From an optimization exercise on the open Yosys and OpenROAD flow, aimed at small area; shortcuts taken in it are not production practice. Only simulation tests tie the RTL to the original design; equivalence was not proved. No activity file was given, so power comes from the tool's default toggle rates.

==> flow/design.v <==
`timescale 1ns / 1ps
module project1(
    input clk,
    input rst,
    input [3:0] sedbec_in,
    input [4:0] noise1,
    input start,
    input [15:0] freq,
    output reg [3:0] data_o,
    output reg error1bit,
    output reg error2bit,
    output reg errorparity,
    output reg done
);
    reg [7:0] lo, hi;
    reg cy;
    wire [8:0] cl, chh;
    wire [7:0] sl, sh;
    assign cl[0] = 1'b0;
    assign chh[0] = cy;
    genvar i;
    generate
        for (i = 0; i < 8; i = i + 1) begin : add
            assign sl[i] = lo[i] ^ freq[i] ^ cl[i];
            assign cl[i+1] = (lo[i] & freq[i]) | (cl[i] & (lo[i] ^ freq[i]));
            assign sh[i] = hi[i] ^ freq[8+i] ^ chh[i];
            assign chh[i+1] = (hi[i] & freq[8+i]) | (chh[i] & (hi[i] ^ freq[8+i]));
        end
    endgenerate
    always @(posedge clk or posedge rst)
        if (rst) begin
            lo <= 8'd0;
            hi <= 8'd0;
            cy <= 1'b0;
        end else begin
            lo <= sl;
            hi <= sh;
            cy <= cl[8];
        end
    wire [3:0] top = hi[7:4] + {3'd0, cy & (&hi[3:0])};
    reg above;
    always @(posedge clk)
        above <= ~top[3] & (|top[2:0]);
    wire p1 = sedbec_in[0]^sedbec_in[1]^sedbec_in[3];
    wire p2 = sedbec_in[0]^sedbec_in[2]^sedbec_in[3];
    wire p4 = sedbec_in[1]^sedbec_in[2]^sedbec_in[3];
    wire [6:0] code = {sedbec_in[3:1], p4, sedbec_in[0], p2, p1};
    wire par = ^code;
    reg [6:0] nz;
    always @(*) begin
        case (noise1[2:0])
            3'd1: nz = {noise1[3], 6'b000001};
            3'd2: nz = {noise1[3], 6'b000010};
            3'd3: nz = {noise1[3], 6'b000100};
            3'd4: nz = {noise1[3], 6'b001000};
            3'd5: nz = {noise1[3], 6'b010000};
            3'd6: nz = {noise1[3], 6'b100000};
            3'd7: nz = {6'b100000, noise1[3]};
            default: nz = {noise1[3], 6'b000000};
        endcase
    end
    wire [7:0] tx = {par, code} ^ {noise1[4], nz};
    reg run;
    reg [7:0] t;
    always @(posedge clk or posedge rst)
        if (rst) begin
            run <= 1'b0;
            done <= 1'b0;
        end else if (run) begin
            if (t == 8'd3) begin
                run <= 1'b0;
                done <= 1'b1;
            end
        end else if (done) begin
            if (!start) done <= 1'b0;
        end else if (start) begin
            run <= 1'b1;
        end
    always @(posedge clk)
        t <= run ? t + 8'd1 : 8'd126;
    wire clr = ~t[7] & t[6];
    wire cnt = t[7] & above;
    reg [5:0] c [0:7];
    wire [7:0] rx;
    genvar k;
    generate
        for (k = 0; k < 8; k = k + 1) begin : ch
            wire sat = c[k][5] & c[k][0];
            always @(posedge clk)
                if (clr)
                    c[k] <= 6'd0;
                else if (cnt & tx[k] & ~sat)
                    c[k] <= c[k] + 6'd1;
            assign rx[k] = sat;
        end
    endgenerate
    wire s1 = rx[0]^rx[2]^rx[4]^rx[6];
    wire s2 = rx[1]^rx[2]^rx[5]^rx[6];
    wire s4 = rx[3]^rx[4]^rx[5]^rx[6];
    wire [2:0] syn = {s4, s2, s1};
    wire [6:0] fix = (syn == 3'd0) ? 7'd0 : (7'd1 << (syn - 3'd1));
    wire [6:0] cor = rx[6:0] ^ fix;
    wire opar = ^rx;
    wire e1 = (syn != 3'd0);
    always @(posedge clk or posedge rst)
        if (rst) begin
            data_o <= 4'd0;
            error1bit <= 1'b0;
            error2bit <= 1'b0;
            errorparity <= 1'b0;
        end else if (run && t == 8'd1) begin
            data_o <= {cor[6:4], cor[2]};
            error1bit <= e1;
            error2bit <= e1 & ~opar;
            errorparity <= ~e1 & opar;
        end
endmodule
Settings: LEC_CHECK=0, CAP_MARGIN=20, CORE_MARGIN=2, CORE_UTILIZATION=40, SLEW_MARGIN=20; clock period 5.0 ns.
run.sh (not shown) runs the stock make flow with config.mk's settings and CLKGATE_MAP_FILE= SYNTH_SCRIPT=/design/flow/synth_recipe.tcl, a recipe that flattens the netlist after the stock synthesis.
Next try:
--- a/flow/design.v
+++ b/flow/design.v
@@ -9,41 +9,19 @@
     output reg [3:0] data_o,
     output reg error1bit,
     output reg error2bit,
     output reg errorparity,
     output reg done
 );
-    reg [7:0] lo, hi;
-    reg cy;
-    wire [8:0] cl, chh;
-    wire [7:0] sl, sh;
-    assign cl[0] = 1'b0;
-    assign chh[0] = cy;
-    genvar i;
-    generate
-        for (i = 0; i < 8; i = i + 1) begin : add
-            assign sl[i] = lo[i] ^ freq[i] ^ cl[i];
-            assign cl[i+1] = (lo[i] & freq[i]) | (cl[i] & (lo[i] ^ freq[i]));
-            assign sh[i] = hi[i] ^ freq[8+i] ^ chh[i];
-            assign chh[i+1] = (hi[i] & freq[8+i]) | (chh[i] & (hi[i] ^ freq[8+i]));
-        end
-    endgenerate
+    reg [15:0] phase_acc;
+    reg above;
     always @(posedge clk or posedge rst)
-        if (rst) begin
-            lo <= 8'd0;
-            hi <= 8'd0;
-            cy <= 1'b0;
-        end else begin
-            lo <= sl;
-            hi <= sh;
-            cy <= cl[8];
-        end
-    wire [3:0] top = hi[7:4] + {3'd0, cy & (&hi[3:0])};
-    reg above;
+        if (rst) phase_acc <= 16'd0;
+        else     phase_acc <= phase_acc + freq;
     always @(posedge clk)
-        above <= ~top[3] & (|top[2:0]);
+        above <= ~phase_acc[15] & (|phase_acc[14:12]);
     wire p1 = sedbec_in[0]^sedbec_in[1]^sedbec_in[3];
     wire p2 = sedbec_in[0]^sedbec_in[2]^sedbec_in[3];
     wire p4 = sedbec_in[1]^sedbec_in[2]^sedbec_in[3];
     wire [6:0] code = {sedbec_in[3:1], p4, sedbec_in[0], p2, p1};
     wire par = ^code;
     reg [6:0] nz;
Global-route usage barely changes. Design area came out higher by a few percent. Count of clock-buffer cells in the layout came out higher by 3. Sequential power came out lower slightly. Sequential share of layout area came out lower by 2.2 points.

## re-timing with driven ports
In the flow no input, the clock included, has a driving cell. The finished layouts below were timed again as built, in two steps. Step 1 (the two cells are an assumption about what drives the block):
set clk [get_ports {clk}]
set_driving_cell -lib_cell sky130_fd_sc_hd__clkbuf_16 $clk
set_driving_cell -lib_cell sky130_fd_sc_hd__buf_2 [delete_from_list [all_inputs] $clk]
Step 2 times the ports against the registers' clock, not the clock port: input delays grow and output delays shrink by t, the midpoint of the rising clock arrivals with the driver on. Slacks: ideal ports / drivers / drivers and shift; pairs: ideal ports / drivers.
run | shift t [ns] | setup slack, ns | worst setup path after step 2 | slew at the worst register clock pin (ns)
the first run | 0.374 | 0.908 / 0.921 / 0.547 | input to register | 0.09 / 0.09
the second run | 0.377 | 1.815 / 1.827 / 1.450 | input to register | 0.08 / 0.08
After both steps every run listed still meets setup and hold. The setup slack of the second run, which loses most, moves by +0.012 ns with the drivers and by -0.365 ns with both steps.
